Background: an optimization exercise with open tools, aiming at small area, a short achievable clock period and few clock cycles. Do not read the settings as production practice.
In this exercise RTL edits were held to simulation tests only and were not proved equivalent to the original.
No activity file was given, so power comes from the tool's default toggle rates.

<file path="design/flow/run.sh">
#!/bin/bash
# synth_recipe.tcl (not shown) runs the flow's synth.tcl, then flattens the netlist and writes it again
# the make line also repeats each setting of config.mk as NAME=value (left out here)
make -C /OpenROAD-flow-scripts/flow DESIGN_CONFIG=/design/flow/config.mk WORK_HOME=/design/flow/orfs CLKGATE_MAP_FILE= SYNTH_SCRIPT=/design/flow/synth_recipe.tcl finish
</file>
<file path="design/flow/constraint.sdc">
create_clock -name core_clock -period 5.0 [get_ports {CLK}]
set_input_delay 1.0000 -clock core_clock [delete_from_list [all_inputs] [get_ports {CLK}]]
set_output_delay 1.0000 -clock core_clock [all_outputs]
set_load 0.01 [all_outputs]
</file>
<file path="design/flow/config.mk">
export PLATFORM = sky130hd
export DESIGN_NAME = JAM
export DESIGN_NICKNAME = JAM
export VERILOG_FILES = /design/flow/design.v
export SDC_FILE = /design/flow/constraint.sdc
export NUM_CORES = 4
export LEC_CHECK = 0
export CAP_MARGIN = 20
export CORE_MARGIN = 2
export CORE_UTILIZATION = 40
export SLEW_MARGIN = 20
</file>
<file path="design/flow/design.v">
module JAM (
           input CLK,
           input RST,
           output reg [2:0] W,
           output reg [2:0] J,
           input [6:0] Cost,
           output reg [3:0] MatchCount,
           output reg [9:0] MinCost,
           output reg Valid );
reg [2:0] dictionary [7:0];
reg [2:0] dictionary_tmp [7:0];
reg [2:0] ptr0;
reg [2:0] ptr1;
wire [2:0] dic_cmpl = dictionary[ptr0];
wire [2:0] dic_cmpr = dictionary[ptr0+3'd1];
wire is_r_bigger_l = dic_cmpr > dic_cmpl;
reg [2:0] replace_ptr;
wire [2:0] replace = dictionary[replace_ptr];
reg [2:0] min_num_ptr;
reg find_flg0,find_flg1, finish_flg;
reg [2:0] tran_ptr_max;
reg [2:0] tran_ptr_min;
wire [2:0] tran_cmp = tran_ptr_max - tran_ptr_min;
reg [9:0] TotalCost;
localparam FSM_FIND_DIC_IDLE = 0,
           FSM_FIND_DIC_1 = 1,
           FSM_FIND_DIC_2 = 2,
           FSM_FIND_DIC_3 = 3;
localparam FSM_COST_IDLE = 0,
           FSM_COST_1 = 1,  
           FSM_COST_2 = 2,  
           FSM_COST_3 = 3;  
reg [1:0] cur_state0, nxt_state0;
reg [1:0] cur_state1, nxt_state1, cur_state_tmp1;
wire first_state = cur_state_tmp1!=cur_state1;
integer i;
wire fsm0_1_flg = is_r_bigger_l==1;
wire fsm0_2_flg = finish_flg;
wire fsm0_3_flg = (tran_cmp==0) || (tran_cmp==1);
wire fsm1_1_flg = (find_flg1==1);
reg fsm0_finish_flg;
reg fsm1_finish_flg;
wire all_done = cur_state0==FSM_FIND_DIC_1 && ptr0==7;
always @(posedge CLK) begin
    if(RST) begin
        fsm0_finish_flg <= 1;
    end
    else begin
        case(cur_state0)
            FSM_FIND_DIC_1: begin
                fsm0_finish_flg <= 0;
            end
            FSM_FIND_DIC_3: begin
                if (fsm0_3_flg) begin
                    fsm0_finish_flg <= 1;
                end
            end
        endcase
    end
end
always @(posedge CLK) begin
    if(RST) begin
        fsm1_finish_flg <= 1;
    end
    else begin
        case(cur_state1)
            FSM_COST_1: begin
                fsm1_finish_flg <= 0;
            end
            FSM_COST_2: begin
                fsm1_finish_flg <= 1;
            end
        endcase
    end
end
always @(posedge CLK) begin
    if(RST) begin
        cur_state0 <= FSM_FIND_DIC_IDLE;
    end
    else begin
        cur_state0 <= nxt_state0;
    end
end
always @(*) begin
    case(cur_state0)
        FSM_FIND_DIC_IDLE: begin
            if(fsm1_finish_flg) begin
                nxt_state0 = FSM_FIND_DIC_1;
            end
            else begin
                nxt_state0 = FSM_FIND_DIC_IDLE;
            end
        end
        FSM_FIND_DIC_1: begin
            if(fsm0_1_flg) begin
                nxt_state0 = FSM_FIND_DIC_2;
            end
            else begin
                if(ptr0==7) begin
                    nxt_state0 = FSM_FIND_DIC_IDLE;
                end
                else begin
                    nxt_state0 = FSM_FIND_DIC_1;
                end
            end
        end
        FSM_FIND_DIC_2: begin
            if(fsm0_2_flg) begin
                nxt_state0 = FSM_FIND_DIC_3;
            end
            else begin
                nxt_state0 = FSM_FIND_DIC_2;
            end
        end
        FSM_FIND_DIC_3: begin
            if(fsm0_3_flg) begin
                nxt_state0 = FSM_FIND_DIC_IDLE;
            end
            else begin
                nxt_state0 = FSM_FIND_DIC_3;
            end
        end
        default begin
            nxt_state0 = FSM_FIND_DIC_IDLE;
        end
    endcase
end
always @(posedge CLK) begin
    if(RST) begin
        cur_state1 <= FSM_COST_IDLE;
    end
    else begin
        cur_state1 <= nxt_state1;
    end
end
always @(posedge CLK) begin
    cur_state_tmp1 <= cur_state1;
end
always @(*) begin
    case(cur_state1)
        FSM_COST_IDLE: begin
            if(fsm0_finish_flg)
                nxt_state1 = FSM_COST_1;
            else begin
                if(all_done) begin
                    nxt_state1 = FSM_COST_3;
                end
                else begin
                    nxt_state1 = FSM_COST_IDLE;
                end
            end
        end
        FSM_COST_1: begin
            if(fsm1_1_flg) begin
                nxt_state1 = FSM_COST_2;
            end
            else begin
                nxt_state1 = FSM_COST_1;
            end
        end
        FSM_COST_2: begin
            nxt_state1 = FSM_COST_IDLE;
        end
        FSM_COST_3: begin
            nxt_state1 = FSM_COST_IDLE;
        end
        default begin
            nxt_state1 = FSM_COST_IDLE;
        end
    endcase
end
always @(posedge CLK) begin
    if(RST) begin
        finish_flg<=0;
    end
    else begin
        case(cur_state0)
            FSM_FIND_DIC_2: begin
                if(ptr0==7)
                    finish_flg <= 1;
                else
                    finish_flg<=0;
            end
            default begin
                finish_flg<=0;
            end
        endcase
    end
end
always @(posedge CLK) begin
    if(RST) begin
        for(i=0; i<8; i=i+1) begin
            dictionary[i] <= i;
        end
    end
    else begin
        case(cur_state0)
            FSM_FIND_DIC_2: begin
                if(fsm0_2_flg) begin
                    if(find_flg0) begin
                        dictionary[replace_ptr] <= dictionary[min_num_ptr];
                        dictionary[min_num_ptr] <= dictionary[replace_ptr];
                    end
                end
            end
            FSM_FIND_DIC_3: begin
                dictionary[tran_ptr_max] <= dictionary[tran_ptr_min];
                dictionary[tran_ptr_min] <= dictionary[tran_ptr_max];
            end
            default begin
                if(all_done) begin
                    for(i=0; i<8; i=i+1) begin
                        dictionary[i] <= i;
                    end
                end
                else begin
                    for(i=0; i<8; i=i+1) begin
                        dictionary[i] <= dictionary[i];
                    end
                end
            end
        endcase
    end
end
always @(posedge CLK) begin
    if(RST) begin
        for(i=0; i<8; i=i+1) begin
            dictionary_tmp[i] <= i;
        end
    end
    else begin
        case(cur_state1)
            FSM_COST_IDLE: begin
                if(fsm0_finish_flg) begin
                    for(i=0; i<8; i=i+1) begin
                        dictionary_tmp[i] <= dictionary[i];
                    end
                end
            end
            default begin
            end
        endcase
    end
end
always @(posedge CLK) begin
    if(RST) begin
        ptr0 <= 0;
    end
    else begin
        case(cur_state0)
            FSM_FIND_DIC_IDLE: begin
                ptr0 <= 6;
            end
            FSM_FIND_DIC_1: begin
                if(fsm0_1_flg)
                    ptr0 <= ptr0;
                else
                    ptr0 <= ptr0 - 1;
            end
            FSM_FIND_DIC_2: begin
                ptr0 <= ptr0 + 1;
            end
            FSM_FIND_DIC_3: begin
                ptr0 <= 0;
            end
            default begin
            end
        endcase
    end
end
always @(posedge CLK) begin
    if(RST) begin
        ptr1 <= 0;
    end
    else begin
        case(cur_state1)
            FSM_COST_IDLE: begin
                ptr1 <= 0;
            end
            FSM_COST_1: begin
                ptr1 <= ptr1 + 1;
            end
            FSM_COST_2: begin
                ptr1 <= 6;
            end
            default begin
            end
        endcase
    end
end
always @(posedge CLK) begin
    if(RST) begin
        replace_ptr <= 0;
    end
    else begin
        case(cur_state0)
            FSM_FIND_DIC_IDLE: begin
                replace_ptr <= 0;
            end
            FSM_FIND_DIC_1: begin
                if(fsm0_1_flg)
                    replace_ptr <= ptr0;
            end
            default begin
            end
        endcase
    end
end
always @(posedge CLK) begin
    if(RST) begin
        min_num_ptr <= 3'd0;
    end
    else begin
        case(cur_state0)
            FSM_FIND_DIC_IDLE: begin
                min_num_ptr <= 3'd0;
            end
            FSM_FIND_DIC_2: begin
                if ({1'b0,ptr0}+4'd1 <= 4'd7) begin
                    if (dictionary[ptr0+3'd1]>replace) begin
                        min_num_ptr <= ptr0+3'd1;
                    end
                end
            end
            default begin
            end
        endcase
    end
end
always @(posedge CLK) begin
    if(RST) begin
        find_flg0 <= 1'b0;
    end
    else begin
        case(cur_state0)
            FSM_FIND_DIC_IDLE: begin
                find_flg0 <= 1'b0;
            end
            FSM_FIND_DIC_2: begin
                if (dictionary[ptr0+3'd1]>replace) begin
                    find_flg0 <= 1'b1;
                end
            end
            FSM_FIND_DIC_3: begin
                find_flg0 <= 1'b0;
            end
            default begin
            end
        endcase
    end
end
always @(posedge CLK) begin
    if(RST) begin
        find_flg1 <= 1'b0;
    end
    else begin
        case(cur_state1)
            FSM_COST_IDLE: begin
                find_flg1 <= 1'b0;
            end
            FSM_COST_1: begin
                if (ptr1==7) begin
                    find_flg1 <= 1'b1;
                end
            end
            FSM_COST_2: begin
                find_flg1 <= 1'b0;
            end
            default begin
            end
        endcase
    end
end
always @(posedge CLK) begin
    if(RST) begin
        tran_ptr_max <= 3'd0;
        tran_ptr_min <= 3'd0;
    end
    else begin
        case(cur_state0)
            FSM_FIND_DIC_IDLE: begin
                tran_ptr_max <= 3'd0;
                tran_ptr_min <= 3'd0;
            end
            FSM_FIND_DIC_2: begin
                if(fsm0_2_flg) begin
                    tran_ptr_max <= 3'd7;
                    tran_ptr_min <= replace_ptr+3'd1;
                end
            end
            FSM_FIND_DIC_3: begin
                tran_ptr_max <= tran_ptr_max-3'd1;
                tran_ptr_min <= tran_ptr_min+3'd1;
            end
            default begin
            end
        endcase
    end
end
always @(posedge CLK) begin
    if(RST) begin
        W <= 3'd0;
        J <= 3'd0;
        TotalCost <= 10'd0;
    end
    else begin
        case(cur_state1)
            FSM_COST_1: begin
                W <= ptr1;
                J <= dictionary_tmp[ptr1];
                if(!first_state)
                    TotalCost <= TotalCost + {3'd0, Cost};
            end
            default begin
                W <= 3'd0;
                J <= 3'd0;
                TotalCost <= 10'd0;
            end
        endcase
    end
end
always @(posedge CLK) begin
    if(RST) begin
        MinCost <= {10{1'b1}};
        MatchCount <= 4'd0;
    end
    else begin
        case(cur_state1)
            FSM_COST_2: begin
                if(TotalCost == MinCost) begin
                    MatchCount <= MatchCount + 4'd1;
                end
                else if(TotalCost <= MinCost) begin
                    MatchCount <= 4'd1;
                    MinCost <= TotalCost;
                end
            end
            default begin
            end
        endcase
    end
end
reg last_flg;
always @(posedge CLK) begin
    if(RST) begin
        last_flg <= 1'd0;
    end
    else begin
        if(all_done) begin
            last_flg <= 1'd1;
        end
    end
end
always @(posedge CLK) begin
    if(RST) begin
        Valid <= 1'd0;
    end
    else begin
        if(last_flg && cur_state1==FSM_COST_2) begin
            Valid <= 1'd1;
        end
        else begin
            Valid <= 1'd0;
        end
    end
end
endmodule
</file>
==> run_results.csv <==
group,metric,value,unit
run_status,status,"finished clean",
global_route,grt_first_pass_wirelength,31620,um
clock_network,ctsResizeCount,0,
final_layout,areaGrowthSynthToFinish,13.60,%
critical_path,rrSetupSlack,1.42,ns
route,drt-vias-per-instance,6.013,
route,drtIter0Drc,768,
sta,min_period,3.583,ns
logic_synthesis,synth.most_common_cell,"dfxtp_1",
min_path,hp-class,"reg -> reg",
sta,min_period_over_period,71.65,%
route,wl_per_cell,19.37,um
clock_network,clk_latency,0.42,ns
sta,maxSlewHeadroom,28.72,%
sta,drv_slew,0,
logic_synthesis,synthTopCellsByCount,"dfxtp_1 (100), nand2_1 (95), a21oi_1 (58)",
final_layout,num_antenna_cells,0,
final_layout,finalInstanceArea,8338,um^2
min_path,min_path_cells,0,
critical_path,start_kind,"flop",
clock_network,cts_tree,"yes",
power_and_ir_drop,intPower,2.316,mW
route,drtAntennaViolNets,0,
global_route,overflow,0,
critical_path,crit_arrival,3.91,ns
min_path,holdPathEnd,"cur_state_tmp1[0]",
final_layout,finalNetCount,836,
sta,finalClockSkew,0.009276,ns
clock_network,cts_setup_buffers,0,
sta,fmax,279.1,MHz
clock_network,clock_sinks,124,
power_and_ir_drop,p_clk_share,36.0,%
sta,worstMarginPinSlew,1.039,ns
final_layout,fillers,1691,
logic_synthesis,async_reset_ff_share,0,%
floorplan,rows,49,
logic_synthesis,synth-seq-area-share,37.10,%
final_layout,drive_gt1_share,11.46,%
floorplan,dieArea,19450,um^2
critical_path,crit_required,5.33,ns
route,drt_pre_antenna_iters,5,
global_route,met3_usage,4.405,%
logic_synthesis,synth_area,7340,um^2
global_route,grt_use_met2,33.57,%
global_route,grt_start_max_net_pins,72,
logic_synthesis,synth_top_area_cell,"dfxtp_1",
logic_synthesis,syn_inst,772,
clock_network,cts_buffers,17,
global_route,top_usage_layer,"met2",
floorplan,coreArea,17960,um^2
critical_path,cpPeakStageDelay,0.64,ns
critical_path,r2r_cells,10,
logic_synthesis,synth_flop_cell,"dfxtp_1",
power_and_ir_drop,p_sw,1.161,mW
clock_network,cts.path.max_buffers,2,
logic_synthesis,ys_ff_latch,124,
critical_path,cp_common_cell,"ha_1",
power_and_ir_drop,switching_share,33.39,%
critical_path,crit_path_max_fanout,11,
place,routabilityCongestion,0.8654,
clock_network,clk_pin_slew,0.06,ns
floorplan,die_h,139.5,um
clock_network,ctsHoldBuffers,0,
logic_synthesis,yosysUniqueCellTypes,73,
clock_network,htree_levels,4,
place,dpl.hpwl,14100,um
logic_synthesis,synth_area_leaders,"dfxtp_1 (27%), edfxtp_1 (9.8%), mux4_2 (9.5%)",
logic_synthesis,synth-edff-count,24,
power_and_ir_drop,irDropWorstVdd,0.3198,mV
sta,finalSetupTns,0,ns
floorplan,ios,30,
sta,finalHoldViolCount,0,
job,cap_violations,0,
floorplan,die_x,139.5,um
critical_path,critPathTopFamily,"adder cells",
sta,grt_setup_unrepaired,"false",
critical_path,cp.buffers_inverters,1,
critical_path,crit_path_top_delay_cell,"dfxtp_1",
route,vias,6151,
power_and_ir_drop,p_leak,3.108,nW
global_route,grtUsageTotal,20.67,%
logic_synthesis,syn_avg_cell_area,9.507,um^2
critical_path,crit_type,"reg -> reg",
power_and_ir_drop,cellPowerDensity,417.1,nW/um^2
logic_synthesis,yosys_warnings,2,
critical_path,critPathCaptureType,"flop",
place,place_area,7740,um^2
logic_synthesis,synthesis.nets,827,
power_and_ir_drop,pwr-share-comb,27.7,%
global_route,grt.met1_usage,26.70,%
floorplan,start_util,40.86,%
power_and_ir_drop,seqPwrFrac,36.3,%
sta,setup_violations,0,
global_route,antenna_found_initial,0,
min_path,holdCritStartpoint,"cur_state1[0]",
route,wl,19810,um
critical_path,timing.rr.start,"ptr0[0]",
clock_network,clockRootBuffer,"clkbuf_16",
logic_synthesis,yosysTopAreaCellShare,27.28,%
route,drcViolationCount,0,
place,numPortBuffers,29,
critical_path,crit_chain,"inv_1 > ha_1 > mux4_2 > mux2_2 > ha_1 > nor2b_1 > o21a_1 > o211a_1 > or4_1 > a21oi_1",
global_route,grt_pass1_vias,6025,
cell usage in the layout, fill, tap and decap left out, types with 11 or more instances in the layout:
cell type	count
dfxtp_1	100
nand2_1	95
a21oi_1	58
nor2_1	50
ha_1	44
nand3_1	39
inv_1	32
mux4_2	31
clkdlybuf4s50_1	28
mux2i_1	24
edfxtp_1	24
o21ai_0	20
clkbuf_16	17
nor2b_1	14
o22ai_1	14
a22oi_1	12
a21o_1	11
power by group through the flow:
stage	logic (mW)	clock network [mW]	registers [mW]
after floorplan	0.801	0	1.21
after global placement	0.919	0	1.28
after detailed placement	0.944	0	1.28
after CTS	0.951	1.26	1.26
after global routing	1.06	1.31	1.28
final	0.963	1.25	1.26
metal layers:
metal / part of all wire (%) / routed length, um
met3: 6.8 / 1357
met4: 2.9 / 571
met1: 43 / 8506
met2: 47 / 9379
met5: 0 / 0
stage by stage:
step / total power [mW] / setup slack [ns] / util (%) / hold slack (ns) / cells
final: 3.477 / 1.417 / 46.42 / 0.4239 / 1023
after global routing: 3.655 / 1.122 / 46.42 / 0.4445 / 1023
after CTS: 3.479 / 1.410 / 46.42 / 0.4248 / 1023
after detailed placement: 2.228 / 1.432 / 43.09 / 0.4166 / 991
after global placement: 2.197 / 1.572 / 43.09 / 0.4158 / 991
after floorplan: 2.007 / 1.477 / - / 0.3934 / 772
worst reg2reg max path, stage by stage (launching register included):
cell	delay, ns
dfxtp_1	0.64
inv_1	0.15
ha_1	0.52
mux4_2	0.35
mux2_2	0.29
ha_1	0.30
nor2b_1	0.13
o21a_1	0.19
o211a_1	0.26
or4_1	0.48
a21oi_1	0.19
worst max-delay path by stage:
stage                  from      end  slack (ns)  cells after the start
floorplan           ptr0[0]     flop        1.48                     12
global placement    ptr0[0]  ptr0[0]        1.57                     10
detailed placement  ptr0[0]     flop        1.43                     10
CTS                 ptr0[0]     flop        1.41                     10
global route        ptr0[0]     flop        1.12                     10
finish              ptr0[0]     flop        1.42                     10
layout make-up:
| type | instances | area [um^2] | share of cell area, % |
|---|---|---|---|
| inverters | 33 | 123.9 | 1.486 |
| multi-input cells | 573 | 4299 | 51.56 |
| clock inverters | 15 | 172.7 | 2.071 |
| well taps | 229 | 286.5 | 3.436 |
| clock buffers | 17 | 425.4 | 5.102 |
| flip-flops and latches | 124 | 2723 | 32.65 |
| repair buffers | 32 | 307.8 | 3.691 |
cells by family after synthesis:
kind of cell | count (synthesis) | synth area share (%)
mux | 67 | 14.63
xor+xnor | 6 | 0.7160
fa+ha+maj | 46 | 8.046
flops | 124 | 37.10
compound gates | 196 | 18.34
simple gates | 258 | 16.84
buf+inv | 75 | 4.330
Testbench counts, summed over its fixed seeds: cycles 10,752,360.

-- what the ideal ports hide --
The flow's constraints put no driver on any port. The routed layout listed below was extracted and timed again, unchanged, in two steps. Step 1, drivers: a clkbuf_16 drives CLK and a buf_2 each remaining input, both assumed. Step 2 times the ports against the registers' clock, not the clock port: input delays grow and output delays shrink by t, the midpoint of the rising clock arrivals with the driver on. a / b / c = no drivers / after step 1 / after step 2; a / b = the first two.
t (ns): 0.461
slack for setup (ns): 1.417 / 1.417 / 1.373
cell pins on the clock port's net: 1
After both steps this run still meets setup and hold. For this run, drivers alone change the setup slack by 0.000 ns; drivers and shift together by -0.044 ns.
